Background: an optimization exercise with open tools, aiming at small area, a short achievable clock period and few clock cycles. Do not read the settings as production practice.
At most, simulation tests tie the RTL to the original design; equivalence was not proved.
Function not checked in run 1: the RTL went through the layout flow alone.
Power figures rest on the tool's default switching activity, not on a simulated workload.

==> flow/design.v <==
`timescale 1ns / 1ps
module zhxpu_core(
	input clk,
	input rst,
	output wire [15:0] imem_addr,
	input [15:0] imem_rdata,
	input imem_ready,
	output wire [15:0] dmem_addr,
	output wire [15:0] dmem_wdata,
	output wire dmem_we,
	output wire dmem_re,
	input [15:0] dmem_rdata,
	input dmem_ready
);
	reg [15:0] pc;           
	reg [15:0] ir;           
	reg ir_sp, ir_ih, ir_ra;  
	reg [7:0] a_sel, b_sel;   
	reg [15:0] gpr [0:7];
	reg [15:0] sp, ih, ra;
	reg t;
	reg [15:0] ex_a, ex_b;   
	reg ex_cin;
	reg ex_and, ex_or, ex_shl, ex_sh, ex_arith;
	reg ex_ld, ex_st, ex_cmp, ex_wr, ex_br;
	reg [3:0] ex_dst;        
	wire ex_mem = ex_ld | ex_st;
	wire hold = !imem_ready || (ex_mem && !dmem_ready);
	wire [15:0] sum;
	zx_add16 u_alu_add(.a(ex_a), .b(ex_b), .cin(ex_cin), .s(sum));
	wire [15:0] add_p = ex_a ^ ex_b;
	wire [15:0] add_k = {ex_a[14:0] | ex_b[14:0], ex_cin};
	wire add_zero = &(add_p ~^ add_k);
	wire [15:0] b_rev;
	genvar gi;
	generate for (gi = 0; gi < 16; gi = gi + 1) begin : g_rev
		assign b_rev[gi] = ex_b[15 - gi];
	end endgenerate
	wire [15:0] sh_in = ex_shl ? b_rev : ex_b;
	wire fill = ex_arith & ex_b[15];
	wire big = |ex_a[15:4];
	wire [15:0] sh1 = ex_a[0] ? {fill, sh_in[15:1]} : sh_in;
	wire [15:0] sh2 = ex_a[1] ? {{2{fill}}, sh1[15:2]} : sh1;
	wire [15:0] sh4 = ex_a[2] ? {{4{fill}}, sh2[15:4]} : sh2;
	wire [15:0] sh8 = ex_a[3] ? {{8{fill}}, sh4[15:8]} : sh4;
	wire [15:0] shr = big ? {16{fill}} : sh8;
	wire [15:0] shr_rev;
	generate for (gi = 0; gi < 16; gi = gi + 1) begin : g_rev2
		assign shr_rev[gi] = shr[15 - gi];
	end endgenerate
	wire ex_add = !(ex_ld | ex_and | ex_or | ex_sh);
	wire [15:0] oth = ({16{ex_ld}} & dmem_rdata) | ({16{ex_and}} & (ex_a & ex_b))
		| ({16{ex_or}} & (ex_a | ex_b)) | ({16{ex_sh & ex_shl}} & shr_rev)
		| ({16{ex_sh & !ex_shl}} & shr);
	wire [15:0] ex_res = ex_add ? sum : oth;
	wire ex_zero = ex_add ? add_zero : ~|oth;
	wire ex_t = !add_zero;   
	assign dmem_addr = ex_a;
	assign dmem_wdata = ex_b;
	assign dmem_we = ex_st;
	assign dmem_re = ex_ld;
	always @(posedge clk) begin
		if (ex_wr) begin
			case (ex_dst)
				4'd8: sp <= ex_res;
				4'd9: ih <= ex_res;
				4'd10: ra <= ex_res;
				default: gpr[ex_dst[2:0]] <= ex_res;
			endcase
		end
		if (ex_cmp) t <= ex_t;
	end
	wire [4:0] op = ir[15:11];
	wire [2:0] rx = ir[10:8];
	wire [2:0] ry = ir[7:5];
	wire [2:0] rz = ir[4:2];
	wire i_addiu  = op == 5'b01001;
	wire i_addiu3 = op == 5'b01000;
	wire g_01100  = op == 5'b01100;
	wire i_addsp  = g_01100 && rx == 3'b011;
	wire i_bteqz  = g_01100 && rx == 3'b000;
	wire i_btnez  = g_01100 && rx == 3'b001;
	wire i_mtsp   = g_01100 && rx == 3'b100;
	wire g_11100  = op == 5'b11100;        
	wire i_subu   = g_11100 && ir[1];
	wire g_11101  = op == 5'b11101;
	wire i_and    = g_11101 && ir[4:0] == 5'b01100;
	wire i_or     = g_11101 && ir[4:0] == 5'b01101;
	wire i_cmp    = g_11101 && ir[4:0] == 5'b01010;
	wire i_srav   = g_11101 && ir[4:0] == 5'b00111;
	wire g_jmp    = g_11101 && ir[4:0] == 5'b00000;
	wire i_mfpc   = g_jmp && ry == 3'b010;
	wire i_jalr   = g_jmp && ry == 3'b110;
	wire i_jrra   = g_jmp && ry == 3'b001;
	wire i_jr     = g_jmp && ry == 3'b000;
	wire i_b      = op == 5'b00010;
	wire i_beqz   = op == 5'b00100;
	wire i_bnez   = op == 5'b00101;
	wire i_li     = op == 5'b01101;
	wire i_move   = op == 5'b01111;
	wire i_lw     = op == 5'b10011;
	wire i_lwsp   = op == 5'b10010;
	wire i_sw     = op == 5'b11011;
	wire i_swsp   = op == 5'b11010;
	wire g_11110  = op == 5'b11110;
	wire i_mfih   = g_11110 && !ir[0];
	wire i_mtih   = g_11110 && ir[0];
	wire g_shift  = op == 5'b00110;        
	wire use_sp = ir_sp;
	wire i_mem = i_lw | i_lwsp | i_sw | i_swsp;
	wire br_jump = i_jr | i_jalr | i_jrra;
	wire d_br = i_b | i_beqz | i_bnez | i_bteqz | i_btnez | br_jump;
	wire ir_spec = ir_sp | ir_ih | ir_ra;
	wire [2:0] b_idx = i_swsp ? rx : ry;
	reg [15:0] a_gpr, b_reg;
	integer ri;
	always @(*) begin
		a_gpr = 16'b0;
		b_reg = 16'b0;
		for (ri = 0; ri < 8; ri = ri + 1) begin
			a_gpr = a_gpr | (gpr[ri] & {16{a_sel[ri]}});
			b_reg = b_reg | (gpr[ri] & {16{b_sel[ri]}});
		end
	end
	wire [15:0] a_reg = ({16{!ir_spec}} & a_gpr) | ({16{ir_sp}} & sp) | ({16{ir_ih}} & ih) | ({16{ir_ra}} & ra);
	wire ex_wr_gpr = ex_wr && !ex_dst[3];
	wire fwd_a = ir_sp ? (ex_wr && ex_dst == 4'd8) :
		ir_ih ? (ex_wr && ex_dst == 4'd9) :
		ir_ra ? (ex_wr && ex_dst == 4'd10) :
		(ex_wr_gpr && ex_dst[2:0] == rx);
	wire fwd_b = ex_wr_gpr && ex_dst[2:0] == b_idx;
	wire [15:0] a_val = fwd_a ? ex_res : a_reg;
	wire [15:0] b_val = fwd_b ? ex_res : b_reg;
	wire t_val = ex_cmp ? ex_t : t;
	wire [15:0] sext8 = {{8{ir[7]}}, ir[7:0]};
	wire [15:0] sext4 = {{12{ir[3]}}, ir[3:0]};
	wire [15:0] sext5 = {{11{ir[4]}}, ir[4:0]};
	wire [15:0] sext11 = {{5{ir[10]}}, ir[10:0]};
	wire [3:0] shamt = (ir[4:2] == 3'b000) ? 4'd8 : {1'b0, ir[4:2]};
	wire br_rel = i_b | i_beqz | i_bnez | i_bteqz | i_btnez;
	wire [15:0] tgt_base = br_rel ? pc : a_reg;
	wire off5 = i_lw | i_sw;
	wire [15:0] tgt_off = ({16{i_b}} & sext11) | ({16{off5}} & sext5) | ({16{!i_b & !off5}} & sext8);
	wire [15:0] agu;
	zx_add16 u_agu(.a(tgt_base), .b(tgt_off), .cin(1'b0), .s(agu));
	wire ex_slow = ex_sh | ex_ld;
	wire stall = fwd_a && (i_mem || ((i_beqz | i_bnez | br_jump) && ex_slow));
	wire a_zero = fwd_a ? ex_zero : (a_reg == 16'b0);
	wire taken = i_b | (i_beqz & a_zero) | (i_bnez & !a_zero)
		| (i_bteqz & !t_val) | (i_btnez & t_val) | br_jump;
	wire [15:0] br_target = agu;
	wire [15:0] pc_inc = pc + 16'd1;
	wire [15:0] br_dest = br_jump ? a_val : br_target;
	wire [15:0] pc_next = taken ? br_dest : pc_inc;
	wire i_addu_subu = g_11100;
	wire s1_a = i_addiu | i_addiu3 | i_addsp | g_11100 | i_and | i_or | i_cmp | i_srav
		| i_mfih | i_mtih;
	wire s1_agu = i_mem;
	wire s1_pc = d_br | (i_mfpc & !ex_br);
	wire s1_exa = i_mfpc & ex_br;
	wire s1_sh = g_shift;
	wire s2_b = i_mtsp | (g_11100 & !i_subu) | i_and | i_or | i_srav | g_shift | i_move
		| i_sw | i_swsp;
	wire s2_nb = i_subu | i_cmp;
	wire s2_i8 = i_addiu | i_addsp;
	wire s2_i4 = i_addiu3;
	wire s2_z8 = i_li;
	wire [15:0] op1 = ({16{s1_a}} & a_val) | ({16{s1_agu}} & agu) | ({16{s1_pc}} & pc)
		| ({16{s1_exa}} & ex_a) | ({12'b0, {4{s1_sh}} & shamt});
	wire [15:0] op2 = ({16{s2_b}} & b_val) | ({16{s2_nb}} & ~b_val) | ({16{s2_i8}} & sext8)
		| ({16{s2_i4}} & sext4) | ({8'b0, {8{s2_z8}} & ir[7:0]});
	wire d_cin = s2_nb | s1_exa;
	wire d_and = i_and;
	wire d_or = i_or;
	wire d_sh = i_srav | g_shift;
	wire d_shl = g_shift & !ir[1];
	wire d_arith = i_srav | (g_shift & ir[0]);
	wire d_ld = i_lw | i_lwsp;
	wire d_st = i_sw | i_swsp;
	wire d_cmp = i_cmp;
	wire d_wr = i_addiu | i_addiu3 | i_addsp | i_mtsp | g_11100 | i_and | i_or | i_srav
		| g_shift | i_mfpc | i_jalr | i_li | i_move | i_mfih | i_mtih | i_lw | i_lwsp;
	reg [3:0] d_dst;
	always @(*) begin
		if (i_addsp | i_mtsp) d_dst = 4'd8;
		else if (i_mtih) d_dst = 4'd9;
		else if (i_jalr) d_dst = 4'd10;
		else if (i_addiu3 | i_srav | i_lw) d_dst = {1'b0, ry};
		else if (g_11100) d_dst = {1'b0, rz};
		else d_dst = {1'b0, rx};
	end
	wire [4:0] f_op = imem_rdata[15:11];
	wire f_sp = (f_op == 5'b01100 && imem_rdata[10:8] == 3'b011) || f_op == 5'b10010 || f_op == 5'b11010;
	wire f_ih = f_op == 5'b11110 && !imem_rdata[0];
	wire f_ra = f_op == 5'b11101 && imem_rdata[7:5] == 3'b001 && imem_rdata[4:0] == 5'b00000;
	wire [4:0] fw_op = imem_rdata[15:11];
	wire [2:0] f_bidx = (fw_op == 5'b11010) ? imem_rdata[10:8] : imem_rdata[7:5];
	wire [7:0] f_asel = 8'b1 << imem_rdata[10:8];
	wire [7:0] f_bsel = 8'b1 << f_bidx;
	assign imem_addr = pc;
	always @(posedge clk) begin
		if (!rst) begin
			pc <= 16'b0;
			ir <= 16'b0;
			ir_sp <= 1'b0; ir_ih <= 1'b0; ir_ra <= 1'b0;
		end else if (!hold && !stall) begin
			a_sel <= f_asel;
			b_sel <= f_bsel;
			pc <= pc_next;
			ir <= imem_rdata;
			ir_sp <= f_sp; ir_ih <= f_ih; ir_ra <= f_ra;
		end
	end
	always @(posedge clk) begin
		if (!rst) begin
			ex_ld <= 1'b0; ex_st <= 1'b0; ex_cmp <= 1'b0; ex_wr <= 1'b0;
			ex_br <= 1'b0;
		end else if (!hold) begin
			ex_ld <= d_ld & !stall;
			ex_st <= d_st & !stall;
			ex_cmp <= d_cmp & !stall;
			ex_wr <= d_wr & !stall;
			ex_br <= d_br & !stall;
		end
	end
	always @(posedge clk) begin
		if (!hold) begin
			ex_a <= op1; ex_b <= op2; ex_cin <= d_cin;
			ex_and <= d_and; ex_or <= d_or; ex_shl <= d_shl;
			ex_sh <= d_sh; ex_arith <= d_arith; ex_dst <= d_dst;
		end
	end
endmodule
module zx_add16(
	input [15:0] a,
	input [15:0] b,
	input cin,
	output [15:0] s
);
	wire [15:0] p = a ^ b;
	wire [15:0] g0 = a & b;
	wire [15:0] g = {g0[15:1], g0[0] | (p[0] & cin)};
	wire [15:0] g1, p1, g2, p2, g3, p3, g4, p4;
	genvar i;
	generate for (i = 0; i < 16; i = i + 1) begin : lvl
		if (i % 2 == 1) begin
			assign g1[i] = g[i] | (p[i] & g[i - 1]);
			assign p1[i] = p[i] & p[i - 1];
		end else begin
			assign g1[i] = g[i];
			assign p1[i] = p[i];
		end
		if (i % 4 >= 2) begin
			assign g2[i] = g1[i] | (p1[i] & g1[(i / 4) * 4 + 1]);
			assign p2[i] = p1[i] & p1[(i / 4) * 4 + 1];
		end else begin
			assign g2[i] = g1[i];
			assign p2[i] = p1[i];
		end
		if (i % 8 >= 4) begin
			assign g3[i] = g2[i] | (p2[i] & g2[(i / 8) * 8 + 3]);
			assign p3[i] = p2[i] & p2[(i / 8) * 8 + 3];
		end else begin
			assign g3[i] = g2[i];
			assign p3[i] = p2[i];
		end
		if (i >= 8) begin
			assign g4[i] = g3[i] | (p3[i] & g3[7]);
			assign p4[i] = p3[i] & p3[7];
		end else begin
			assign g4[i] = g3[i];
			assign p4[i] = p3[i];
		end
	end endgenerate
	assign s = p ^ {g4[14:0], cin};
endmodule
==> flow/flow/run.sh <==
#!/bin/bash
set -euo pipefail
bash standard.sh "BUFFER_PORTS_ARGS=-buffer_cell sky130_fd_sc_hd__buf_2" SETUP_SLACK_MARGIN=5.5 finish > standard_flow.log 2>&1
==> flow/standard.sh <==
#!/bin/bash
# synth_recipe.tcl (not shown) runs the flow's synth.tcl, then flattens the netlist and writes it again
# the make line also repeats each setting of config.mk as NAME=value (left out here)
make -C /OpenROAD-flow-scripts/flow DESIGN_CONFIG=/design/flow/config.mk WORK_HOME=/design/flow/orfs CLKGATE_MAP_FILE= SYNTH_SCRIPT=/design/flow/synth_recipe.tcl "${@:-finish}"
==> flow/config.mk <==
export PLATFORM = sky130hd
export DESIGN_NAME = zhxpu_core
export DESIGN_NICKNAME = zhxpu_core
export VERILOG_FILES = /design/flow/design.v
export SDC_FILE = /design/flow/constraint.sdc
export NUM_CORES = 4
export LEC_CHECK = 0
export ABC_AREA = 1
export CAP_MARGIN = 20
export CORE_MARGIN = 2
export CORE_UTILIZATION = 60
export CTS_BUF_LIST = sky130_fd_sc_hd__clkbuf_8
export SETUP_SLACK_MARGIN = 5
export SLEW_MARGIN = 20
export TNS_END_PERCENT = 10
==> flow/constraint.sdc <==
create_clock -name core_clock -period 9.0 [get_ports {clk}]
set_input_delay 1.8000 -clock core_clock [delete_from_list [all_inputs] [get_ports {clk}]]
set_output_delay 1.8000 -clock core_clock [all_outputs]
set_load 0.01 [all_outputs]
==> reports/metrics.cfg, run 1 <==
[global_routing]
grt_pass1_vias=14600
grt_antenna_before_repair=0
grt_max_degree=45
grt_pass1_wl_um=83600
grt_use_total_pct=38.3
grt-ovfl-total=0

[setup_path]
critPathLaunchType=register
cpLargestDelayFamily=simple AND/OR/NAND/NOR gates
slowest_delay_ns=0.42
cp_common_cell=nand2_1
slowest_stage=edfxtp_1
crit_type=reg -> reg
rrSetupSlack_ns=5.05
critical_path.cell_chain=buf_12 > nand2_4 > nand3_2 > a221oi_2 > nand4_1 > nand2_1 > nand4_1 > nand2_1 > o21ai_1 > ha_1 > nand2_1 > o21ai_2 > nand3_2 > nand2_2 > a21o_1 > nand2_1 > nand2_2 > inv_2 > fa_2 > xnor2_2 > a221oi_2 > o21ai_1
worstPathBufferInverterCount=2
cp_max_fo=8
cp.required_ns=9.30
cp-end-kind=register
worstPathArrival_ns=4.26

[timing]
hold-worst-slack_ns=0.479
slew_headroom_pct=36.6
setup_viol=0
drv_slew=0
hold_viol=0
fin_crit_sh_pct=43.9
timing.fmax_mhz=253
skew_ns=0.0570
worstMarginPinSlew_ns=0.950
fin_setup_tns_ns=0
rsz0062_at_grt=true
period_needed_ns=3.95

[routing]
via_count=15968
first_pass_iters=6
drc_errors=0
drt_iter0_markers=1776
routed_wirelength_um=56500
avgViaCountPerCell=6.33
routedWlPerCell_um=22.4
ant_nets=0

[clock_network]
cts_root_buffer=clkbuf_8
htree_levels=2
cts_sinks=275
hold_buffers=0
numCtsBuffers=45
cts_tree=built
clkTransAtPathRegs_ns=0.08
clockBufferDepth=3
clock_latency_ns=0.60

[final_layout]
n_antenna_cell=0
drive_above_1_share_pct=16.6
fill_cells=2215
utilization_pct=70.3
final_net_count=2209
mostFrequentLayoutCells=nand2_1 (531), edfxtp_1 (234), inv_1 (198)
syn2layout_area_growth_pct=14.6
layout_commonest_cell=nand2_1

[synthesis]
syn_nets=2082
synth_cell_types=61
synth_top_area_cell=edfxtp_1
ys_seq_area_share_pct=47.2
yosysWarnings=1
ys_seq_elements=275
synth-edff-count=234
synth_top_area_share_pct=42.3
syn-cell-area_um2=16600
synthFlopType=edfxtp_1
async_flop_share_pct=0
synth_area_per_cell_um2=8.36
synth_area_leaders=edfxtp_1 (42%), nand2_1 (12%), nand3_1 (5.7%)
syn_inst=1990

[pwr]
peakVddDrop_v=0.000146
cellLeakagePower_nw=7.84
p_per_area_nw_per_um2=174

[outcome]
status=no timing/DRC/antenna violations

[worst_hold_path]
worstHoldPathType=reg -> reg

[placement]
hpwl_um=39300
io_buffer_count=85
globalplace.congestion=1.03

[die]
die_y_um=170
die-area_um2=29100
ios=86
start_util_pct=61.4
rows=60
coreArea_um2=27100
fp.dieW_um=170

[run]
maxCapViolCount=0

area by class of cell:
cell class              instances  area (um2)  area share, %
clock inverters                35         195           1.02
multi-input cells            1424        8020           42.0
well taps                     372         465           2.44
inverters                     207         802           4.21
flip-flops and latches        275        7860           41.2
repair buffers                164        1090           5.72
clock buffers                  46         633           3.32
layer usage:
metal	global-route usage, %	vias up	share of wire [%]
li1	-	7182	-
met1	49.8	7451	37
met2	61.8	1079	46
met3	6.05	256	11
met4	20.7	0	6.5
met5	0	-	0
tightest hold or removal path, stage by stage, from the launching register on:
cell	delay (ns)
dfxtp_1	0.31
inv_1	0.07
o21ai_2	0.06
cell usage after synthesis (4+ instances only):
cell type	count
ha_1	47
o211ai_1	30
inv_2	10
buf_6	6
o22ai_1	14
fa_1	9
nand3_2	5
nor2_1	103
clkbuf_1	59
a221oi_1	42
buf_2	16
mux2i_1	8
o21ai_0	111
clkinv_1	4
nand4_1	60
nand2_1	547
nand2_2	8
dfxtp_1	41
inv_1	192
or2_2	4
xnor2_1	23
a21oi_1	95
xor2_1	22
nor3_1	34
a211oi_1	4
o21ai_1	4
nor4_1	10
nand3_1	190
o221ai_1	4
edfxtp_1	234
where the power goes:
part	total [mW]	leakage [nW]	internal, mW	switching [mW]
registers	1.52	2.52	1.45	0.0708
clock network	1.03	0.468	0.510	0.520
logic	0.769	4.85	0.268	0.500
total	3.32	7.84	2.23	1.09
registers in the layout, indices dropped and copies added (netlist names), 4 cells and up:
signal	cells
ex_b	16
ir	16
sp	16
ex_a	16
ra	16
ih	16
a_sel	8
gpr	128
ex_dst	4
b_sel	8
pc	16
final timing paths:
check / to / start / cells after the start
setup / recovery: ex_a[9] / a_sel[2] / 22
hold / removal: t / t / 2
setup reg to reg: ex_a[9] / a_sel[2] / 22
hold reg to reg: t / t / 2
cells by family (layout without fill, tap and decap cells):
| kind of cell | count (synthesis) | after routing | synth area share (%) |
|---|---|---|---|
| flops | 275 | 275 | 47.2 |
| simple gates | 978 | 980 | 25.9 |
| fa+ha+maj | 56 | 56 | 4.62 |
| buf+inv | 293 | 452 | 7.09 |
| compound gates | 335 | 335 | 12.4 |
| mux | 8 | 8 | 0.482 |
| xor+xnor | 45 | 45 | 2.37 |
through the flow:
step | instance area, um2 | std cells | total power, mW | worst slack [ns]
final | 19100 | 2523 | 3.32 | 5.05
after global routing | 19100 | 2523 | 3.44 | 4.82
after CTS | 18700 | 2503 | 3.26 | 5.05
after detailed placement | 17500 | 2391 | 2.21 | 3.96
after global placement | 17500 | 2391 | 2.19 | 4.10
after floorplan | 16800 | 1990 | 1.98 | 5.35
what timing repair did:
item,4_1_cts,5_1_grt
setup buffers,29,20
pin swaps,33,48
gates resized for setup,53,46
gates cloned,2,0
endpoints found under the setup margin,176,106
==> inputs of run 2 (changes only) <==
--- a/flow/design.v
+++ b/flow/design.v
@@ -140,7 +140,12 @@
 	wire br_rel = i_b | i_beqz | i_bnez | i_bteqz | i_btnez;
-	wire [15:0] tgt_base = br_rel ? pc : a_reg;
 	wire off5 = i_lw | i_sw;
-	wire [15:0] tgt_off = ({16{i_b}} & sext11) | ({16{off5}} & sext5) | ({16{!i_b & !off5}} & sext8);
-	wire [15:0] agu;
-	zx_add16 u_agu(.a(tgt_base), .b(tgt_off), .cin(1'b0), .s(agu));
+	wire [7:0] mem_off = off5 ? {{3{ir[4]}}, ir[4:0]} : ir[7:0];
+	wire off_neg = off5 ? ir[4] : ir[7];
+	wire [8:0] agu_lo = {1'b0, a_reg[7:0]} + {1'b0, mem_off};
+	wire [7:0] agu_inc = a_reg[15:8] + 8'd1;
+	wire [7:0] agu_dec = a_reg[15:8] - 8'd1;
+	wire [7:0] agu_hi = (agu_lo[8] == off_neg) ? a_reg[15:8] : (off_neg ? agu_dec : agu_inc);
+	wire [15:0] agu = {agu_hi, agu_lo[7:0]};
+	wire [15:0] br_off = i_b ? sext11 : sext8;
+	wire [15:0] br_target = pc + br_off;
 	wire ex_slow = ex_sh | ex_ld;
@@ -150,3 +155,2 @@
 		| (i_bteqz & !t_val) | (i_btnez & t_val) | br_jump;
-	wire [15:0] br_target = agu;
 	wire [15:0] pc_inc = pc + 16'd1;
==> run 2 against run 1 <==
  * Sequential share of layout area down 0.95 points
  * Combinational power down 11%
  * Clock power up 5%
  * First-iteration DRC count up 34%
  * Synthesized cell count up 7.3%
  * Critical endpoint is now ex_a[12]
  * Register-to-register slack better by 0.30 ns
  * Still clean
  * Non-clock buffer count down 9
  * Final area up 2.3%
  * Largest cell class unchanged
==> reports/metrics.cfg, run 2 <==
[outcome]
status=no timing/DRC/antenna violations

[setup_path]
crit_type=reg -> reg
critPathLaunchType=register
worstPathArrival_ns=4.05
cp_max_fo=7
cp-end-kind=register
cp.required_ns=9.39

[pwr]
cellLeakagePower_nw=8.22
p_clk_share_pct=32.7
internal_power_mw=2.22
p_sw_mw=1.08
combPwrFrac_pct=20.9
p_per_area_nw_per_um2=169
p_sw_share_pct=32.6
seqPwrFrac_pct=46.4
peakVddDrop_v=0.000182

[timing]
setup_viol=0
drv_slew=0
slew_headroom_pct=23.8
rsz0062_at_grt=true
fin_setup_tns_ns=0
skew_ns=0.0465
timing.fmax_mhz=273
worstMarginPinSlew_ns=1.14
period_needed_ns=3.66
hold_viol=0
fin_crit_sh_pct=40.6

[final_layout]
syn2layout_area_growth_pct=13.1
final_cell_area_um2=19500
drive_above_1_share_pct=13.1
largest_reg_flops=128
final_net_count=2363
mostFrequentLayoutCells=nand2_1 (593), edfxtp_1 (234), inv_1 (221)
n_antenna_cell=0
layout_commonest_cell=nand2_1

[clock_network]
clock_latency_ns=0.60
hold_buffers=0
numCtsBuffers=46
clockBufferDepth=3
cts_tree=built
clkTransAtPathRegs_ns=0.06
htree_levels=2
cts_sinks=275
cts_root_buffer=clkbuf_8

[routing]
highest_layer=met4
wl_met2_um=27600
routedWlPerCell_um=22.8
met1Wirelength_um=22200
drc_errors=0
routed_wirelength_um=61000
wl_met3_um=6920
ant_nets=0
first_pass_iters=8
avgViaCountPerCell=6.41
drt_iter0_markers=2384
via_count=17151

[worst_hold_path]
worstHoldPathType=reg -> reg

[placement]
io_buffer_count=85
hpwl_um=42000
post_dp_cell_area_um2=18000
globalplace.congestion=0.973

[global_routing]
grt_antenna_before_repair=0
grt_use_total_pct=39.7
grt_pass1_wl_um=91000
grt_max_degree=45
grt-ovfl-total=0
grt_pass1_vias=16076

[synthesis]
synth-edff-count=234
synth_top_area_cell=edfxtp_1
synth_compound_area_share_pct=12.7
syn_inst=2135
synth_area_leaders=edfxtp_1 (41%), nand2_1 (13%), nand3_1 (5.4%)
ys_seq_elements=275
ys_seq_area_share_pct=45.5
synth_top_area_share_pct=40.7
yosysMostFrequentCell=nand2_1
synthMuxAreaShare_pct=0.0580
synthFlopType=edfxtp_1
syn_nets=2242
synth-simple-area-share_pct=27.2
synth_top_family_by_area=simple AND/OR/NAND/NOR gates
synth_area_per_cell_um2=8.08
synth_adder_area_share_pct=5.50
synth_xor_area_share_pct=1.88
yosysWarnings=1
async_flop_share_pct=0
ys_top_cells_by_count=nand2_1 (599), edfxtp_1 (234), inv_1 (213)
synth_cell_types=61
syn-cell-area_um2=17200

[die]
die-area_um2=30100
ios=86
fp.dieW_um=174
rows=62
start_util_pct=60.6
coreArea_um2=28500
die_y_um=174

[run]
maxCapViolCount=0

## run 2: logic make-up after synthesis
group | after synthesis
xor+xnor | 37
simple gates | 1086
buf+inv | 309
flops | 275
compound gates | 356
mux | 1
fa+ha+maj | 71
## run 2: path summary, 6_finish.rpt
kind | cells after the start | endpoint | slack [ns] | startpoint
min reg2reg | 2 | t | 0.48 | t
min | 2 | t | 0.48 | t
max | 20 | ex_a[12] | 5.34 | a_sel[1]
max reg2reg | 20 | ex_a[12] | 5.34 | a_sel[1]
## run 2: cell type report
type | instances | area (um2)
timing repair buffer | 155 | 1010
fill | 2380 | 8960
inverter | 223 | 852
tap | 384 | 480
multi-input combinational | 1552 | 8410
clock inverter | 38 | 243
clock buffer | 46 | 633
sequential | 275 | 7860
timing repair inverter | 3 | 20.0
## run 2: what timing repair did
item / CTS / global route
cloned: 4 / 0
setup buffers: 46 / 1
pin swaps: 25 / 18
gates resized for setup: 69 / 13
endpoints found under the setup margin: 196 / 65
## run 2: layer usage
metal  GRT usage (%)  up-vias
met2            64.3     1299
met4            24.2        0
met3            6.67      310
met5               0        -
li1                -     7650
met1            50.2     7892
## run 2: power by group through the flow
stage                     Clock (mW)  Combinational (mW)  Sequential [mW]
final                           1.08               0.688             1.53
after global routing            1.13               0.747             1.53
after global placement             0               0.591             1.56
after CTS                       1.08               0.657             1.52
after detailed placement           0               0.598             1.56
after floorplan                    0               0.428             1.52
## run 2: worst max-delay path, stage by stage, from the launching register on
cell        delay [ns]
edfxtp_1          0.47
buf_4             0.19
buf_4             0.19
nand2_1           0.08
o21ai_0           0.11
a21oi_1           0.18
nand4_1           0.18
nand2_1           0.15
nand4_1           0.32
ha_1              0.43
inv_1             0.08
nor2_1            0.05
nor2_1            0.09
inv_1             0.09
nand2_1           0.07
inv_2             0.06
nor2_4            0.18
clkinvlp_4        0.17
nand2_1           0.09
o21ai_1           0.06
o221ai_1          0.20
## run 2: per-stage QoR
step / hold slack (ns) / setup WS [ns] / util [%] / total power [mW] / std cells
5_1_grt: 0.531 / 5.13 / 68.5 / 3.41 / 2676
3_3_place_gp: 0.461 / 4.12 / 63.2 / 2.15 / 2541
4_1_cts: 0.474 / 5.44 / 68.3 / 3.26 / 2675
2_1_floorplan: 0.441 / 5.49 / - / 1.94 / 2135
3_5_place_dp: 0.459 / 4.10 / 63.2 / 2.16 / 2541
6_report: 0.484 / 5.34 / 68.5 / 3.30 / 2676
Testbench counts of run 2, summed over its fixed seeds: cycles 41,488.
==> inputs of run 3 (changes only) <==
==> flow/flow/run.sh (replaced) <==
#!/bin/bash
set -euo pipefail
bash standard.sh "BUFFER_PORTS_ARGS=-buffer_cell sky130_fd_sc_hd__buf_2" SETUP_SLACK_MARGIN=6 finish > standard_flow.log 2>&1
==> run 3 against run 2 <==
  * Count of clock-buffer cells in the layout up 1
  * Register-to-register slack worse by 0.03 ns
  * Highest routed layer unchanged
  * Critical endpoint is now ex_a[14]
  * Sequential share of layout area down 1.9 points
  * Fmax down 0.83%
  * Still clean on timing, DRC and antenna
  * Combinational power up about 10%
  * Worst setup slack worse by 0.031 ns
  * Largest power group unchanged
  * Critical path depth up 2
  * Area after synthesis unchanged
  * Routed wire length up 4.3%
==> reports/metrics.cfg, run 3 <==
[outcome]
status=no timing/DRC/antenna violations

[setup_path]
rrSetupSlack_ns=5.31
worstPathArrival_ns=3.98
startpoint=a_sel[5]
cp_max_fo=10
critPathLaunchType=register
crit_type=reg -> reg
r2r_start=a_sel[5]
worstReg2RegEnd=ex_a[14]
timing.critical_path.to=ex_a[14]
cp-end-kind=register
reg2reg_depth=22
cp.required_ns=9.30

[pwr]
cellLeakagePower_nw=8.68
p_per_area_nw_per_um2=165
peakVddDrop_v=0.000214

[clock_network]
cts_sinks=275
numCtsBuffers=46
cts_tree=built
clkTransAtPathRegs_ns=0.06
htree_levels=2
clock_latency_ns=0.59
cts_root_buffer=clkbuf_8
clockBufferDepth=3
hold_buffers=0

[timing]
hold-worst-slack_ns=0.498
hold_viol=0
worstMarginPinSlew_ns=1.13
setup_viol=0
timing.fmax_mhz=271
fin_setup_tns_ns=0
rsz0062_at_grt=true
period_needed_ns=3.69
slew_headroom_pct=22.9
drv_slew=0
fin_crit_sh_pct=41.0
skew_ns=0.0537

[final_layout]
syn2layout_area_growth_pct=18.5
utilization_pct=71.8
drive_above_1_share_pct=16.9
n_antenna_cell=0
largest_reg_flops=128
layout.cells.non_filler=2758
final_net_count=2443
fill_cells=2263
layout_commonest_cell=nand2_1
mostFrequentLayoutCells=nand2_1 (589), edfxtp_1 (234), inv_1 (218)

[synthesis]
synth_area_leaders=edfxtp_1 (41%), nand2_1 (13%), nand3_1 (5.4%)
ys_seq_elements=275
synth_top_area_share_pct=40.7
ys_seq_area_share_pct=45.5
syn-cell-area_um2=17200
yosysMostFrequentCell=nand2_1
syn_inst=2135
synth_top_area_cell=edfxtp_1
async_flop_share_pct=0
synth_cell_types=61
yosysWarnings=1
synthFlopType=edfxtp_1
syn_nets=2242
synth_area_per_cell_um2=8.08
synth-edff-count=234
ys_top_cells_by_count=nand2_1 (599), edfxtp_1 (234), inv_1 (213)

[routing]
drt_iter0_markers=2492
avgViaCountPerCell=6.37
first_pass_iters=9
routed_wirelength_um=63600
ant_nets=0
via_count=17580
drc_errors=0
routedWlPerCell_um=23.1

[global_routing]
grt_max_degree=45
grt_antenna_before_repair=0
grt_use_total_pct=41.5
grt_pass1_vias=16511
grt_pass1_wl_um=95200
grt-ovfl-total=0

[die]
die-area_um2=30100
start_util_pct=60.6
rows=62
coreArea_um2=28500
die_y_um=174
ios=86
fp.dieW_um=174

[placement]
place_inst=2549
io_buffer_count=85
globalplace.congestion=0.980
hpwl_um=41700

[worst_hold_path]
worstHoldPathType=reg -> reg
holdPathStages=2

[run]
maxCapViolCount=0

run 3: cell counts after synthesis:
Identical to the previous run, type by type.
run 3: per-stage QoR:
step / instance area, um2 / total power, mW / setup slack, ns
2_1_floorplan: 17400 / 1.95 / 5.57
3_3_place_gp: 18100 / 2.16 / 4.38
3_5_place_dp: 18100 / 2.17 / 4.20
4_1_cts: 20200 / 3.32 / 5.32
5_1_grt: 20400 / 3.49 / 5.15
6_report: 20400 / 3.37 / 5.31
run 3: worst min path at each step:
stage / start / endpoint / slack, ns
after detailed placement: t / t / 0.48
final: ex_cmp / ex_cmp / 0.50
after floorplan: t / t / 0.44
after global routing: ex_cmp / ex_cmp / 0.54
after CTS: ex_cmp / ex_cmp / 0.49
after global placement: t / t / 0.47
run 3: cell type report:
class                           instances  area, um2  area share, %
Timing Repair inverter                  4       27.5          0.135
Inverter                              223        868           4.25
Tap cell                              384        480           2.35
Sequential cell                       275       7860           38.4
Clock buffer                           47        647           3.16
Clock inverter                         39        253           1.24
Multi-Input combinational cell       1557       8610           42.1
Timing Repair Buffer                  229       1690           8.29
run 3: cells by family (layout without fill, tap and decap cells):
kind of cell	Yosys count	in the layout	synth area share [%]
simple gates	1086	1092	27.2
compound gates	356	356	12.7
mux	1	1	0.0580
xor+xnor	37	37	1.88
flops	275	275	45.5
buf+inv	309	542	7.17
fa+ha+maj	71	71	5.50
run 3: power by group:
group,switching [mW],internal (mW)
combinational,0.500,0.259
sequential,0.0629,1.45
clock,0.520,0.578
run 3: worst max-delay path: stages, from the launching register on:
cell and delay, ns:
edfxtp_1 0.55, buf_6 0.20, buf_4 0.13, buf_6 0.14
nand2_1 0.06, nand4_1 0.08, o21ai_1 0.18, nand4_1 0.31
ha_1 0.41, inv_1 0.05, o21ai_1 0.17, inv_1 0.07
nor2_2 0.09, nor2_1 0.04, nor2_1 0.10, nor2_1 0.05
inv_1 0.07, nor2_2 0.06, nor2_4 0.18, buf_4 0.16
a21oi_2 0.05, o21ai_1 0.11, o211ai_1 0.11
run 3: what timing repair did:
item                       in CTS  in global routing
setup endpoints to repair     299                169
gates resized for setup       107                 19
setup buffers                  90                 20
hold endpoints to repair        0                  0
cloned                         11                  2
pin swaps                      41                 22
run 3: metal layers:
| metal | wire [um] | up-vias | part of all wire [%] | GRT usage [%] |
|---|---|---|---|---|
| met3 | 7540 | 356 | 12 | 7.15 |
| met1 | 22600 | 8040 | 35 | 52.7 |
| met4 | 4610 | 0 | 7.2 | 25.6 |
| met5 | 0 | - | 0 | 0 |
| met2 | 28900 | 1367 | 45 | 66.8 |
| li1 | - | 7817 | - | - |
==> inputs of run 4 (changes only) <==
--- a/flow/design.v
+++ b/flow/design.v
@@ -51,7 +51,7 @@
 	wire ex_add = !(ex_ld | ex_and | ex_or | ex_sh);
-	wire [15:0] oth = ({16{ex_ld}} & dmem_rdata) | ({16{ex_and}} & (ex_a & ex_b))
-		| ({16{ex_or}} & (ex_a | ex_b)) | ({16{ex_sh & ex_shl}} & shr_rev)
-		| ({16{ex_sh & !ex_shl}} & shr);
+	wire [15:0] oth_fast = ({16{ex_and}} & (ex_a & ex_b)) | ({16{ex_or}} & (ex_a | ex_b));
+	wire [15:0] oth = oth_fast | ({16{ex_ld}} & dmem_rdata)
+		| ({16{ex_sh & ex_shl}} & shr_rev) | ({16{ex_sh & !ex_shl}} & shr);
 	wire [15:0] ex_res = ex_add ? sum : oth;
-	wire ex_zero = ex_add ? add_zero : ~|oth;
+	wire ex_zero = ex_add ? add_zero : ~|oth_fast;
 	wire ex_t = !add_zero;   
==> run 4 against run 3 <==
  * Worst hold slack better by 0.012 ns
  * Synthesized cell count grew 5.8%
  * Non-clock buffer count is 32 lower
  * Fmax up 15%
  * Combinational power up 3.3%
  * Die area up 2.9%
  * Via count down 0.19%
  * Clock skew shrank 0.0040 ns
  * Critical endpoint is now dmem_addr[3]
==> reports/metrics.cfg, run 4 <==
[synthesis]
synth_top_area_cell=edfxtp_1
yosysMostFrequentCell=nand2_1
synthFlopType=edfxtp_1
synth_top_area_share_pct=39.6
ys_seq_elements=275
synth-edff-count=234
synth_area_leaders=edfxtp_1 (40%), nand2_1 (16%), nand3_1 (6.5%)
yosysWarnings=1
synth_cell_types=58
synth_area_per_cell_um2=7.86
async_flop_share_pct=0
ys_top_cells_by_count=nand2_1 (745), edfxtp_1 (234), nand3_1 (230)
syn_nets=2366
syn_inst=2259
syn-cell-area_um2=17800
ys_seq_area_share_pct=44.2

[routing]
routedWlPerCell_um=21.6
drt_iter0_markers=2677
routed_wirelength_um=61100
ant_nets=0
via_count=17546
avgViaCountPerCell=6.20
first_pass_iters=8
drc_errors=0

[timing]
slew_headroom_pct=29.9
worstMarginPinSlew_ns=1.05
drv_slew=0
hold_viol=0
fin_setup_tns_ns=0
rsz0062_at_grt=true
skew_ns=0.0496
fin_crit_sh_pct=35.7
timing.fmax_mhz=312
setup_viol=0
period_needed_ns=3.21

[setup_path]
r2r_start=a_sel[3]
worstPathArrival_ns=1.41
cp.required_ns=7.20
slowest_delay_ns=0.50
rrSetupSlack_ns=5.85
reg2reg_depth=20
worstPathBufferInverterCount=2
cp-end-kind=primary output
worstReg2RegEnd=ex_a[13]
slowest_stage=edfxtp_1
critical_path.cell_chain=buf_4 > buf_2
critPathLaunchType=register
crit_type=reg -> out
cpLargestDelayFamily=flip-flops
cp_max_fo=5

[final_layout]
mostFrequentLayoutCells=nand2_1 (721), edfxtp_1 (234), nand3_1 (217)
n_antenna_cell=0
multiInputGateArea_um2=9140
syn2layout_area_growth_pct=16.0
drive_above_1_share_pct=16.8
largest_reg_flops=128
layout_commonest_cell=nand2_1
fill_cells=2388
seq_area_um2=7860
final_net_count=2525

[pwr]
cellLeakagePower_nw=9.09
p_total_mw=3.42
peakVddDrop_v=0.000131
p_per_area_nw_per_um2=166

[placement]
io_buffer_count=85
globalplace.congestion=1.01
hpwl_um=42300

[global_routing]
grt_pass1_vias=16344
grt_use_total_pct=39.1
grt_max_degree=41
grt-ovfl-total=0
grt_antenna_before_repair=0
grt_pass1_wl_um=92500

[die]
rows=62
die_y_um=176
coreArea_um2=28900
start_util_pct=61.4
fp.dieW_um=176
ios=86
die-area_um2=31000

[worst_hold_path]
holdPathStages=2
worstHoldPathType=reg -> reg
hold_end=ex_cmp
min-delay-start=ex_cmp

[clock_network]
clkTransAtPathRegs_ns=0.06
cts_root_buffer=clkbuf_8
numCtsBuffers=45
cts_tree=built
cts_sinks=275
clock_latency_ns=0.60
htree_levels=2
clockBufferDepth=3

[outcome]
status=no timing/DRC/antenna violations

[run]
maxCapViolCount=0

## run 4: cell types whose count changed in the layout (fill, tap and decap cells not counted), moves of 17 or more
| cell | delta |
|---|---|
| nand2_1 | +132 |
| inv_1 | -40 |
| nand4_1 | -39 |
| nand3_1 | +37 |
| buf_4 | -32 |
| o211ai_1 | -17 |
## run 4: worst register-to-register path: stages, from the launching register on
cell and delay (ns):
edfxtp_1 0.42, buf_12 0.17, buf_4 0.18, nand2_1 0.08, nand2_1 0.06, nor2_1 0.09, nand2_1 0.07, nand2_1 0.09
nand2_2 0.12, ha_4 0.32, nand2_1 0.10, nor3_4 0.21, nand2_2 0.09, o311ai_4 0.07, nor2_2 0.09, nor2_4 0.16
buf_4 0.13, buf_4 0.11, a31oi_1 0.08, o21ai_2 0.12, o2111ai_1 0.12
## run 4: stage by stage
stage	util, %	hold slack, ns	cells	area, um2	worst slack [ns]
after CTS	69.5	0.491	2805	20100	5.73
after detailed placement	63.4	0.480	2665	18400	4.25
final	71.2	0.510	2832	20600	5.79
after global placement	63.4	0.457	2665	18400	4.34
after global routing	71.2	0.514	2832	20600	5.74
after floorplan	-	0.441	2259	17800	5.60
## run 4: how the worst max path moves through the flow
stage / from / to / slack, ns / depth (start not counted)
floorplan: dmem_ready / a_sel[0] / 5.60 / 7
detailed placement: dmem_ready / b_sel[1] / 4.25 / 7
CTS: ex_a[4] / ex_b[2] / 5.73 / 14
global route: a_sel[7] / ex_a[10] / 5.74 / 19
finish: ex_a[3] / dmem_addr[3] / 5.79 / 2
global placement: dmem_ready / b_sel[2] / 4.34 / 7
## run 4: kinds of logic (layout without fill, tap and decap cells)
family,count (synthesis),count (layout),synth area share [%]
simple gates,1250,1252,29.9
compound gates,336,336,11.2
buf+inv,287,474,7.38
flops,275,275,44.2
fa+ha+maj,71,71,5.34
xor+xnor,40,40,1.97
## run 4: layout make-up
| cell class | instances | share of cell area (%) |
|---|---|---|
| clock buffer | 46 | 3.07 |
| clock inverter | 31 | 1.28 |
| inverter | 198 | 3.86 |
| multi-input combinational | 1699 | 44.3 |
| sequential | 275 | 38.1 |
| tap | 384 | 2.33 |
| timing repair buffer | 197 | 6.93 |
| timing repair inverter | 2 | 0.0607 |
## run 4: repair_timing
| item | 4_1_cts | 5_1_grt |
|---|---|---|
| pin swaps | 18 | 29 |
| hold buffers | 0 | 0 |
| buffers inserted | 60 | 25 |
| gates cloned | 3 | 2 |
| resized for setup | 95 | 73 |
| endpoints found under the setup margin | 301 | 175 |
## run 4: power by group
| group | internal (mW) | total (mW) | switching (mW) | leakage [nW] |
|---|---|---|---|---|
| Sequential | 1.45 | 1.52 | 0.0708 | 2.53 |
| Combinational | 0.274 | 0.784 | 0.509 | 6.05 |
| Clock | 0.597 | 1.12 | 0.519 | 0.503 |
| Total | 2.32 | 3.42 | 1.10 | 9.09 |
## run 4: per-layer routing
layer	vias up	wire, um	global-route usage, %
met3	200	7760	7.19
met5	-	0	0
met2	1179	26300	58.6
met1	8174	24400	57.0
li1	7993	-	-
met4	0	2590	14.4
Testbench counts of run 4, summed over its fixed seeds: cycles 41,488.
==> inputs of run 5 (changes only) <==
--- a/flow/config.mk
+++ b/flow/config.mk
@@ -7,3 +7,3 @@
 export LEC_CHECK = 0
-export ABC_AREA = 1
+export ABC_AREA = 0
 export CAP_MARGIN = 20
==> run 5 against run 4 <==
  * Critical path depth is 14 higher
  * Cell count is 16% lower
  * Register-to-register slack worse by 0.53 ns
  * First-iteration DRC count is 31% higher
  * Largest power group unchanged
==> reports/metrics.cfg, run 5 <==
[setup_path]
crit_type=reg -> reg
cp_max_fo=2
cp-end-kind=register
r2r_start=ex_a[0]
cp.required_ns=9.51
worstPathArrival_ns=4.19
reg2reg_depth=16
worstReg2RegEnd=pc[9]
critPathLaunchType=register
timing.critical_path.to=pc[9]
startpoint=ex_a[0]
rrSetupSlack_ns=5.32

[routing]
drc_errors=0
avgViaCountPerCell=7.42
routedWlPerCell_um=29.5
first_pass_iters=12
via_count=17743
drt_iter0_markers=3501
routed_wirelength_um=70500
ant_nets=0

[synthesis]
syn-cell-area_um2=17700
syn_nets=1798
synth_area_leaders=edfxtp_1 (40%), a22oi_1 (5.6%), dfxtp_1 (4.6%)
syn_inst=1691
yosysMostFrequentCell=edfxtp_1
synth_cell_types=96
ys_seq_elements=275
synth_area_per_cell_um2=10.4
synth_top_area_cell=edfxtp_1
synth-edff-count=234
yosysWarnings=1
synthFlopType=edfxtp_1
synth_top_area_share_pct=39.8
ys_seq_area_share_pct=44.5
async_flop_share_pct=0
ys_top_cells_by_count=edfxtp_1 (234), nand2_1 (173), a22oi_1 (131)

[global_routing]
grt_pass1_wl_um=101000
grt_use_total_pct=43.6
grt_max_degree=32
grt-ovfl-total=0
grt_pass1_vias=16096
grt_antenna_before_repair=1

[worst_hold_path]
worstHoldPathType=reg -> reg

[final_layout]
multiInputGateArea_um2=10300
syn2layout_area_growth_pct=28.5
mostFrequentLayoutCells=edfxtp_1 (234), buf_4 (215), nand2_1 (158)
layout_commonest_cell=edfxtp_1
drive_above_1_share_pct=33.7
fill_cells=1881
final_net_count=2077
final_cell_area_um2=22700
n_antenna_cell=0
seq_area_um2=7870
largest_reg_flops=128

[timing]
skew_ns=0.0439
fin_setup_tns_ns=0
slew_headroom_pct=33.3
fin_crit_sh_pct=40.9
timing.fmax_mhz=272
rsz0062_at_grt=true
hold-worst-slack_ns=0.515
setup_viol=0
hold_viol=0
period_needed_ns=3.68
finalWorstSetupSlack_ns=5.32
worstMarginPinSlew_ns=0.999
drv_slew=0

[die]
die-area_um2=30800
fp.dieW_um=176
start_util_pct=61.2
rows=62
die_y_um=176
coreArea_um2=28900
ios=86

[placement]
post_dp_cell_area_um2=18400
dp_slack_ns=4.21
hpwl_um=41800
io_buffer_count=85
globalplace.congestion=0.984

[clock_network]
clockBufferDepth=3
cts_tree=built
cts_sinks=275
hold_buffers=0
clock_latency_ns=0.62
cts_root_buffer=clkbuf_8
htree_levels=2
numCtsBuffers=46
clkTransAtPathRegs_ns=0.07

[pwr]
cellLeakagePower_nw=8.91
peakVddDrop_v=0.000154
p_per_area_nw_per_um2=152

[run]
maxCapViolCount=0

[outcome]
status=no timing/DRC/antenna violations

## run 5: power breakdown
group | switching (mW) | internal, mW | total (mW) | leakage, nW
Clock | 0.562 | 0.581 | 1.14 | 0.520
Sequential | 0.0539 | 1.43 | 1.48 | 2.51
Combinational | 0.450 | 0.365 | 0.814 | 5.88
## run 5: per-layer routing
| layer | GRT usage [%] | part of all wire, % | wire, um | vias up |
|---|---|---|---|---|
| met5 | 0 | 0.018 | 13 | - |
| met1 | 60.5 | 36 | 25200 | 8443 |
| met2 | 64.1 | 43 | 30000 | 1695 |
| met3 | 11.5 | 15 | 10900 | 386 |
| li1 | - | - | - | 7217 |
| met4 | 20.4 | 6.3 | 4420 | 2 |
## run 5: worst min path at each step
stage / startpoint / to / slack (ns) / depth (start not counted)
floorplan: ex_br / ex_br / 0.46 / 1
global route: ex_br / ex_br / 0.53 / 1
detailed placement: ex_br / ex_br / 0.49 / 1
finish: ex_br / ex_br / 0.51 / 1
global placement: ex_br / ex_br / 0.48 / 1
CTS: ex_br / ex_br / 0.51 / 1
## run 5: worst max-delay path, stage by stage (launching register included)
cell	delay, ns
edfxtp_1	0.44
inv_4	0.09
fa_2	0.21
inv_2	0.04
fa_2	0.39
a211oi_4	0.28
o21ai_2	0.10
nand3_2	0.13
nand2b_4	0.07
fa_2	0.40
xor2_2	0.17
o21ai_2	0.25
o221ai_4	0.18
mux2_4	0.37
o21ai_2	0.14
mux2i_1	0.08
a32o_1	0.21
## run 5: cells by family after synthesis
group,count (synthesis),share of synthesized area (%)
buf+inv,181,4.32
fa+ha+maj,71,5.37
simple gates,507,14.5
xor+xnor,51,2.61
flops,275,44.5
compound gates,501,20.5
mux,105,8.29
## run 5: layout make-up
cell class,instances,share of cell area [%]
repair buffers,348,12.4
well taps,384,2.12
inverters,61,1.16
clock buffers,46,2.79
flip-flops and latches,275,34.7
multi-input cells,1238,45.6
clock inverters,40,1.28
## run 5: timing repair
item | 4_1_cts | 5_1_grt
endpoints found under the hold margin | 0 | 0
pin swaps | 54 | 63
setup endpoints to repair | 313 | 245
gates cloned | 7 | 3
gates resized for setup | 202 | 92
setup buffers | 144 | 78
## run 5: through the flow
step	power, mW	utilization (%)	std cells
detailed placement	2.03	63.9	2074
global route	3.52	78.6	2392
finish	3.44	78.6	2392
CTS	3.30	74.8	2311
floorplan	1.86	-	1691
global placement	2.02	63.9	2074
==> inputs of run 6 (changes only) <==
--- a/flow/config.mk
+++ b/flow/config.mk
@@ -7,3 +7,3 @@
 export LEC_CHECK = 0
-export ABC_AREA = 0
+export ABC_AREA = 1
 export CAP_MARGIN = 20
@@ -14,2 +14,2 @@
 export SLEW_MARGIN = 20
-export TNS_END_PERCENT = 10
+export TNS_END_PERCENT = 3
==> run 6 against run 5 <==
  * Clock skew grew 0.0071 ns
  * Count of clock-buffer cells in the layout is the same
  * Critical path depth shrank 14
  * Clock power is essentially flat
  * Worst hold slack lost 0.0030 ns
  * Via count shrank 1.2%
  * Critical endpoint is now dmem_addr[3]
  * Highest routed layer unchanged
==> reports/metrics.cfg, run 6 <==
[outcome]
status=no timing/DRC/antenna violations

[routing]
ant_nets=0
routedWlPerCell_um=21.5
via_count=17533
drc_errors=0
routed_wirelength_um=60800
first_pass_iters=6
drt_iter0_markers=2507
avgViaCountPerCell=6.18

[die]
die_y_um=176
fp.dieW_um=176
ios=86
rows=62
coreArea_um2=28900
die-area_um2=31000
start_util_pct=61.4

[timing]
drv_slew=0
hold_viol=0
fin_setup_tns_ns=0
fin_crit_sh_pct=35.9
skew_ns=0.0510
slew_headroom_pct=28.4
timing.fmax_mhz=310
worstMarginPinSlew_ns=1.07
setup_viol=0
period_needed_ns=3.23
rsz0062_at_grt=true

[synthesis]
syn_inst=2259
synth_xor_area_share_pct=1.97
ys_top_cells_by_count=nand2_1 (745), edfxtp_1 (234), nand3_1 (230)
ys_seq_elements=275
synth_top_area_cell=edfxtp_1
synth_adder_area_share_pct=5.34
ys_seq_area_share_pct=44.2
synthMuxAreaShare_pct=0
synth_top_family_by_area=simple AND/OR/NAND/NOR gates
synth_top_area_share_pct=39.6
synthFlopType=edfxtp_1
synth_cell_types=58
yosysMostFrequentCell=nand2_1
synth_area_per_cell_um2=7.86
synth_compound_area_share_pct=11.2
syn_nets=2366
synth-edff-count=234
synth-simple-area-share_pct=29.9
async_flop_share_pct=0
yosysWarnings=1
synth_area_leaders=edfxtp_1 (40%), nand2_1 (16%), nand3_1 (6.5%)
syn-cell-area_um2=17800

[clock_network]
clkTransAtPathRegs_ns=0.06
cts_tree=built
htree_levels=2
clockBufferDepth=3
hold_buffers=0
clock_latency_ns=0.60
cts_root_buffer=clkbuf_8
numCtsBuffers=45
cts_sinks=275

[pwr]
cellLeakagePower_nw=9.08
p_per_area_nw_per_um2=166
peakVddDrop_v=0.000132

[global_routing]
grt_pass1_vias=16188
grt_use_total_pct=38.8
grt-ovfl-total=0
grt_antenna_before_repair=1
grt_pass1_wl_um=91600
grt_max_degree=41

[setup_path]
crit_type=reg -> out
slowest_delay_ns=0.54
cp_max_fo=6
worstPathArrival_ns=1.43
cp-end-kind=primary output
slowest_stage=edfxtp_1
cpLargestDelayFamily=flip-flops
cp.required_ns=7.20
worstPathBufferInverterCount=2
critical_path.cell_chain=buf_6 > buf_2
critPathLaunchType=register

[final_layout]
syn2layout_area_growth_pct=15.8
final_net_count=2528
drive_above_1_share_pct=16.3
n_antenna_cell=0
fill_cells=2371
mostFrequentLayoutCells=nand2_1 (727), edfxtp_1 (234), nand3_1 (217)
utilization_pct=71.1
layout_commonest_cell=nand2_1
largest_reg_flops=128

[worst_hold_path]
worstHoldPathType=reg -> reg

[placement]
io_buffer_count=85
hpwl_um=42300
globalplace.congestion=1.01

[run]
maxCapViolCount=0

==> run 6: cell count changes in the layout (fill, tap and decap cells not counted), sizes merged, moves of 20 or more <==
cell | before | now
nand3 | 28 | 235
a22oi | 131 | 7
a222oi | 31 | 0
o21ai | 70 | 115
nand2b | 21 | 0
mux2 | 20 | 0
a21oi | 81 | 118
mux4 | 31 | 0
inv | 75 | 204
mux2i | 54 | 0
nand2 | 173 | 752
buf | 342 | 200
nor2 | 85 | 174
==> run 6: worst paths after layout <==
path           start            to  slack [ns]  depth (start not counted)
max reg2reg  ex_a[0]       ex_b[9]        5.87                         15
min reg2reg   ex_cmp        ex_cmp        0.51                          2
max          ex_a[3]  dmem_addr[3]        5.77                          2
min           ex_cmp        ex_cmp        0.51                          2
==> run 6: final cells by class <==
class	count	area (um2)	share of cell area [%]
multi-input cells	1699	9120	44.3
clock buffers	46	633	3.08
inverters	198	795	3.86
repair inverters	2	12.5	0.0608
well taps	384	480	2.34
clock inverters	31	264	1.28
flip-flops and latches	275	7860	38.2
repair buffers	200	1410	6.84
==> run 6: worst register-to-register path: cells and delay by family, from the launching register on <==
family,cells,cell delay (ns)
adders and majority gates,3,0.95
and+or+nand+nor,6,0.74
DFF,1,0.46
AOI/OAI and AO/OA,3,0.40
xor gates and xnor gates,1,0.19
buffers and inverters,2,0.13
==> run 6: power by group <==
part           internal, mW  total (mW)  switching [mW]  leakage, nW
sequential             1.45        1.52          0.0702         2.53
clock                 0.597        1.12           0.519        0.503
combinational         0.271       0.776           0.505         6.05
total                  2.32        3.41            1.09         9.08
==> run 6: layer usage <==
layer	share of wire (%)	up-vias	wire, um	track usage, %
met5	0.021	-	13	0
met4	3.8	2	2300	14.4
met3	13	174	7730	6.65
met2	43	1183	26400	58.0
met1	40	8169	24400	56.8
li1	-	8005	-	-
==> run 6: stage by stage <==
| step | cells | setup slack (ns) | cell area (um2) | hold WS [ns] | total power, mW |
|---|---|---|---|---|---|
| after detailed placement | 2665 | 4.25 | 18400 | 0.480 | 2.19 |
| after floorplan | 2259 | 5.60 | 17800 | 0.441 | 1.98 |
| after CTS | 2794 | 5.66 | 19900 | 0.491 | 3.33 |
| after global routing | 2835 | 5.74 | 20600 | 0.514 | 3.54 |
| final | 2835 | 5.77 | 20600 | 0.512 | 3.41 |
| after global placement | 2665 | 4.34 | 18400 | 0.457 | 2.18 |
==> run 6: cell families (layout without fill, tap and decap cells) <==
logic type,count (synthesis),count (layout)
buffers and inverters,287,477
AND/OR/NAND/NOR,1250,1252
AO/OA/AOI/OAI,336,336
adder cells (fa/ha/maj),71,71
flip-flops,275,275
XOR/XNOR,40,40
==> run 6: repair_timing <==
action	in CTS	in global routing
endpoints found under the setup margin	301	186
cloned	2	2
setup buffers	50	39
gates resized for setup	59	93
pin swaps	14	26
==> inputs of run 7 (changes only) <==
--- a/flow/config.mk
+++ b/flow/config.mk
@@ -10,3 +10,3 @@
 export CORE_MARGIN = 2
-export CORE_UTILIZATION = 60
+export CORE_UTILIZATION = 70
 export CTS_BUF_LIST = sky130_fd_sc_hd__clkbuf_8
@@ -14,2 +14,2 @@
 export SLEW_MARGIN = 20
-export TNS_END_PERCENT = 3
+export TNS_END_PERCENT = 10
==> run 7 against run 6 <==
  * Synthesized cell count unchanged
  * First-iteration DRC count increased by 26%
  * Routed wire length increased by 4.8%
  * Area after synthesis unchanged
  * Final area decreased by 0.40%
  * Non-clock buffer count increased by 2
  * Via count increased by 6.7%
==> reports/metrics.cfg, run 7 <==
[final_layout]
syn2layout_area_growth_pct=15.4
layout_commonest_cell=nand2_1
final_net_count=2530
n_antenna_cell=0
drive_above_1_share_pct=16.6
mostFrequentLayoutCells=nand2_1 (718), edfxtp_1 (234), nand3_1 (218)
final_cell_area_um2=20500
largest_reg_flops=128

[timing]
rsz0062_at_grt=true
slew_headroom_pct=23.1
skew_ns=0.0399
fin_crit_sh_pct=37.3
fin_setup_tns_ns=0
timing.fmax_mhz=298
drv_slew=0
setup_viol=0
worstMarginPinSlew_ns=1.15
hold_viol=0
period_needed_ns=3.36

[routing]
drt_iter0_markers=3157
first_pass_iters=12
via_count=18708
routed_wirelength_um=63700
ant_nets=0
avgViaCountPerCell=6.72
routedWlPerCell_um=22.9
drc_errors=0

[synthesis]
synth_xor_area_share_pct=1.97
syn_inst=2259
synth_area_per_cell_um2=7.86
yosysMostFrequentCell=nand2_1
async_flop_share_pct=0
synth_area_leaders=edfxtp_1 (40%), nand2_1 (16%), nand3_1 (6.5%)
yosysWarnings=1
synthFlopType=edfxtp_1
synth_adder_area_share_pct=5.34
ys_seq_elements=275
synth_top_area_cell=edfxtp_1
syn-cell-area_um2=17800
synth-edff-count=234
ys_top_cells_by_count=nand2_1 (745), edfxtp_1 (234), nand3_1 (230)
synth_top_family_by_area=simple AND/OR/NAND/NOR gates
syn_nets=2366
synth_top_area_share_pct=39.6
synth-simple-area-share_pct=29.9
synth_cell_types=58
ys_seq_area_share_pct=44.2
synth_compound_area_share_pct=11.2
synthMuxAreaShare_pct=0

[pwr]
p_sw_mw=1.13
p_sw_share_pct=33.4
combPwrFrac_pct=23.7
seqPwrFrac_pct=45.0
cellLeakagePower_nw=9.09
internal_power_mw=2.26
peakVddDrop_v=0.000190
p_clk_share_pct=31.2
p_per_area_nw_per_um2=165

[setup_path]
cp-end-kind=register
cp.required_ns=9.28
cpLargestDelayFamily=simple AND/OR/NAND/NOR gates
critPathLaunchType=register
cp_num_cells=21
reg2reg_depth=21
r2r_start=a_sel[7]
timing.critical_path.to=ex_a[10]
startpoint=a_sel[7]
worstReg2RegEnd=ex_a[10]
worstPathArrival_ns=3.64
slowest_stage=edfxtp_1
cp_common_cell=nand2_1
worstPathBufferInverterCount=5
rrSetupSlack_ns=5.64
slowest_delay_ns=0.50
cp_max_fo=9
critical_path.cell_chain=buf_6 > buf_8 > nand2_1 > nand2_1 > nor2_1 > nand2_1 > nand2_2 > nand2_4 > ha_4 > nand2_1 > nor3_4 > nand2_4 > o311ai_4 > nand2_1 > clkinv_2 > nor2_4 > buf_4 > inv_4 > o21ai_1 > o211ai_1 > o2111ai_1
crit_type=reg -> reg

[worst_hold_path]
min-delay-start=ex_cmp
holdPathStages=2
worstHoldPathType=reg -> reg

[clock_network]
numCtsBuffers=45
cts_sinks=275
clkTransAtPathRegs_ns=0.06
cts_tree=built
clockBufferDepth=3
cts_root_buffer=clkbuf_8
htree_levels=2
clock_latency_ns=0.59

[global_routing]
grt_pass1_vias=17231
grt_antenna_before_repair=1
grt_pass1_wl_um=93300
grt_use_total_pct=46.1
grt_max_degree=41
grt-ovfl-total=0

[die]
die-area_um2=26700
die_y_um=163
coreArea_um2=25000
ios=86
fp.dieW_um=163
start_util_pct=70.9
rows=58

[placement]
post_dp_cell_area_um2=18200
hpwl_um=41400
io_buffer_count=85
globalplace.congestion=1.06

[outcome]
status=no timing/DRC/antenna violations

[run]
maxCapViolCount=0

==> run 7: cell counts after synthesis <==
No cell type changed its count.
==> run 7: kinds of logic (layout without fill, tap and decap cells) <==
family,Yosys count,after routing
AO/OA/AOI/OAI,336,336
XOR/XNOR,40,40
adder cells (fa/ha/maj),71,71
buffers and inverters,287,483
flip-flops,275,275
AND/OR/NAND/NOR,1250,1251
==> run 7: cell type report <==
cell class	count	area, um2
timing repair buffer	202	1440
timing repair inverter	3	20.0
clock buffer	45	619
clock inverter	35	223
fill	1583	4550
tap	330	413
multi-input combinational	1698	9130
inverter	198	797
sequential	275	7860
==> run 7: worst min-delay path by stage <==
stage                   to  slack (ns)
CTS                 ex_cmp        0.48
finish              ex_cmp        0.48
global placement         t        0.45
global route        ex_cmp        0.50
floorplan                t        0.44
detailed placement  ex_cmp        0.47
==> run 7: worst register-to-register path: cells and delay by family, from the launching register on <==
kind | cells | cell delay (ns)
AOI/OAI and AO/OA | 4 | 0.46
DFF | 1 | 0.50
adders and majority gates | 1 | 0.30
and+or+nand+nor | 11 | 1.16
buffers and inverters | 5 | 0.63
==> run 7: metal layers <==
| metal | GRT usage (%) | routed length, um | vias up |
|---|---|---|---|
| met5 | 0 | 15 | - |
| met4 | 23.3 | 4240 | 2 |
| met3 | 12.7 | 10700 | 422 |
| met2 | 68.8 | 27100 | 1841 |
| met1 | 62.0 | 21700 | 8428 |
| li1 | - | - | 8015 |
==> run 7: metrics by stage <==
step	utilization [%]	total power, mW	hold WS [ns]	setup slack, ns	instances
after floorplan	-	1.98	0.441	5.60	2259
final	81.8	3.39	0.481	5.64	2786
after global placement	72.8	2.17	0.452	4.41	2604
after CTS	79.9	3.27	0.480	5.78	2755
after global routing	81.8	3.48	0.503	5.53	2786
after detailed placement	72.8	2.18	0.472	4.27	2604
==> run 7: what timing repair did <==
action / 4_1_cts / 5_1_grt
endpoints found under the setup margin: 312 / 172
cloned: 4 / 1
resized for setup: 96 / 64
buffers inserted: 67 / 30
hold buffers: 0 / 0
pin swaps: 22 / 35
==> run 7: power by group through the flow <==
stage / clock network, mW / logic [mW] / registers, mW
after floorplan: 0 / 0.459 / 1.52
after global placement: 0 / 0.612 / 1.55
after detailed placement: 0 / 0.630 / 1.56
after CTS: 1.04 / 0.721 / 1.52
after global routing: 1.09 / 0.856 / 1.53
final: 1.06 / 0.805 / 1.53
==> inputs of run 8 (changes only) <==
--- a/flow/config.mk
+++ b/flow/config.mk
@@ -10,4 +10,4 @@
 export CORE_MARGIN = 2
-export CORE_UTILIZATION = 70
-export CTS_BUF_LIST = sky130_fd_sc_hd__clkbuf_8
+export CORE_UTILIZATION = 60
+export CTS_BUF_LIST = sky130_fd_sc_hd__clkbuf_16
 export SETUP_SLACK_MARGIN = 5
==> run 8 against run 7 <==
  * Still clean on timing, DRC and antenna
  * Clock power up 8%
  * Global-route usage down 7.2 points
  * Fmax up 3.7%
  * Power up 2.3%
  * Sequential power about the same
==> reports/metrics.cfg, run 8 <==
[outcome]
status=no timing/DRC/antenna violations

[routing]
ant_nets=0
via_count=17595
first_pass_iters=8
avgViaCountPerCell=6.24
routedWlPerCell_um=21.6
drt_iter0_markers=2541
routed_wirelength_um=61000
drc_errors=0

[timing]
worstMarginPinSlew_ns=1.06
fin_setup_tns_ns=0
timing.fmax_mhz=309
finalWorstSetupSlack_ns=5.76
hold_viol=0
fin_crit_sh_pct=36.0
setup_viol=0
slew_headroom_pct=29.2
drv_slew=0
skew_ns=0.0154
period_needed_ns=3.24
hold-worst-slack_ns=0.508
rsz0062_at_grt=true

[final_layout]
final_net_count=2519
largest_reg_flops=128
layout_commonest_cell=nand2_1
fill_cells=2364
drive_above_1_share_pct=16.7
syn2layout_area_growth_pct=16.8
mostFrequentLayoutCells=nand2_1 (720), edfxtp_1 (234), nand3_1 (215)
n_antenna_cell=0

[setup_path]
cp.required_ns=7.20
worstPathArrival_ns=1.44
cp-end-kind=primary output
cp_max_fo=6
critPathLaunchType=register
crit_type=reg -> out
startpoint=ex_a[3]
r2r_start=ex_b[5]
rrSetupSlack_ns=5.88

[worst_hold_path]
worstHoldPathType=reg -> reg
min-delay-start=ex_cmp

[synthesis]
ys_seq_elements=275
ys_top_cells_by_count=nand2_1 (745), edfxtp_1 (234), nand3_1 (230)
synth_top_area_cell=edfxtp_1
ys_seq_area_share_pct=44.2
synth-edff-count=234
synth_area_leaders=edfxtp_1 (40%), nand2_1 (16%), nand3_1 (6.5%)
synth_area_per_cell_um2=7.86
synth_cell_types=58
yosysMostFrequentCell=nand2_1
synth_top_area_share_pct=39.6
synthFlopType=edfxtp_1
syn-cell-area_um2=17800
syn_nets=2366
yosysWarnings=1
syn_inst=2259
async_flop_share_pct=0

[global_routing]
grt_antenna_before_repair=1
grt_use_total_pct=38.9
grt-ovfl-total=0
grt_pass1_vias=16273
grt_max_degree=41
grt_pass1_wl_um=92100

[die]
rows=62
die-area_um2=31000
start_util_pct=61.4
coreArea_um2=28900
ios=86
fp.dieW_um=176
die_y_um=176

[placement]
dp_slack_ns=4.25
hpwl_um=42300
io_buffer_count=85
globalplace.congestion=1.01

[clock_network]
hold_buffers=0
clkTransAtPathRegs_ns=0.06
cts_sinks=275
cts_tree=built
clock_latency_ns=0.57
cts_root_buffer=clkbuf_16
numCtsBuffers=29
htree_levels=1
clockBufferDepth=3

[run]
maxCapViolCount=0

[pwr]
p_per_area_nw_per_um2=167
p_total_mw=3.47
peakVddDrop_v=0.000178
cellLeakagePower_nw=9.10

==> run 8: per-layer routing <==
metal	global-route usage [%]	up-vias	routed length, um	part of all wire, %
met5	0	-	10	0.016
met4	13.3	2	2420	4.0
met3	6.29	188	8160	13
met2	59.4	1276	26500	43
met1	56.7	8146	23900	39
li1	-	7983	-	-
==> run 8: layout make-up <==
| class | count | area, um2 | area share, % |
|---|---|---|---|
| Timing Repair inverter | 3 | 20.0 | 0.0965 |
| Clock buffer | 29 | 726 | 3.50 |
| Clock inverter | 25 | 176 | 0.851 |
| Timing Repair Buffer | 206 | 1450 | 7.01 |
| Tap cell | 384 | 480 | 2.32 |
| Sequential cell | 275 | 7860 | 37.9 |
| Multi-Input combinational cell | 1699 | 9230 | 44.5 |
| Inverter | 198 | 801 | 3.86 |
==> run 8: path summary, 6_finish.rpt <==
kind,cells past startpoint,end
setup reg to reg,13,ex_b[9]
setup / recovery,2,dmem_addr[3]
hold / removal,2,ex_cmp
hold reg to reg,2,ex_cmp
==> run 8: metrics by stage <==
stage | instance area (um2) | utilization, % | cells
global placement | 18400 | 63.4 | 2665
finish | 20700 | 71.7 | 2819
CTS | 20200 | 69.8 | 2791
floorplan | 17800 | - | 2259
global route | 20700 | 71.7 | 2819
detailed placement | 18400 | 63.4 | 2665
==> run 8: logic make-up after synthesis <==
| group | Yosys count | share of synthesized area (%) |
|---|---|---|
| simple gates | 1250 | 29.9 |
| compound gates | 336 | 11.2 |
| buf+inv | 287 | 7.38 |
| flops | 275 | 44.2 |
| fa+ha+maj | 71 | 5.34 |
| xor+xnor | 40 | 1.97 |
==> run 8: repair_timing <==
action | 4_1_cts | 5_1_grt
setup buffers | 69 | 25
gates cloned | 3 | 3
pin swaps | 28 | 33
resized for setup | 102 | 75
setup endpoints to repair | 301 | 162
==> run 8: worst max-delay path, stage by stage, from the launching register on <==
cell and delay [ns]:
edfxtp_1 0.53, buf_4 0.21, buf_2 0.13
==> run 8: where the power goes <==
part / internal, mW / switching (mW) / leakage, nW / total, mW
logic: 0.282 / 0.516 / 6.09 / 0.798
registers: 1.45 / 0.0707 / 2.53 / 1.52
clock network: 0.644 / 0.505 / 0.480 / 1.15

static timing again, ports no longer ideal:
The flow's constraints put no driver on any port. The routed layouts listed below were extracted and timed again, unchanged, in two steps.
Step 1, drivers: a clkbuf_16 drives clk and a buf_2 each remaining input, both assumed.
Step 2 times the ports against the registers' clock, not the clock port: input delays grow and output delays shrink by t, the midpoint of the rising clock arrivals with the driver on.
a / b / c = no drivers / after step 1 / after step 2; a / b = the first two.
run	t, ns	setup WS [ns]
run 1	0.615	5.048 / 5.048 / 4.605
run 2	0.623	5.343 / 5.343 / 4.763
run 3	0.611	5.313 / 5.313 / 5.003
run 4	0.620	5.790 / 5.740 / 5.516
run 5	0.650	5.321 / 5.321 / 5.107
run 6	0.623	5.772 / 5.723 / 5.482
run 7	0.625	5.642 / 5.642 / 5.525
run 8	0.615	5.761 / 5.709 / 5.514
After both steps setup and hold are still met in every run listed.
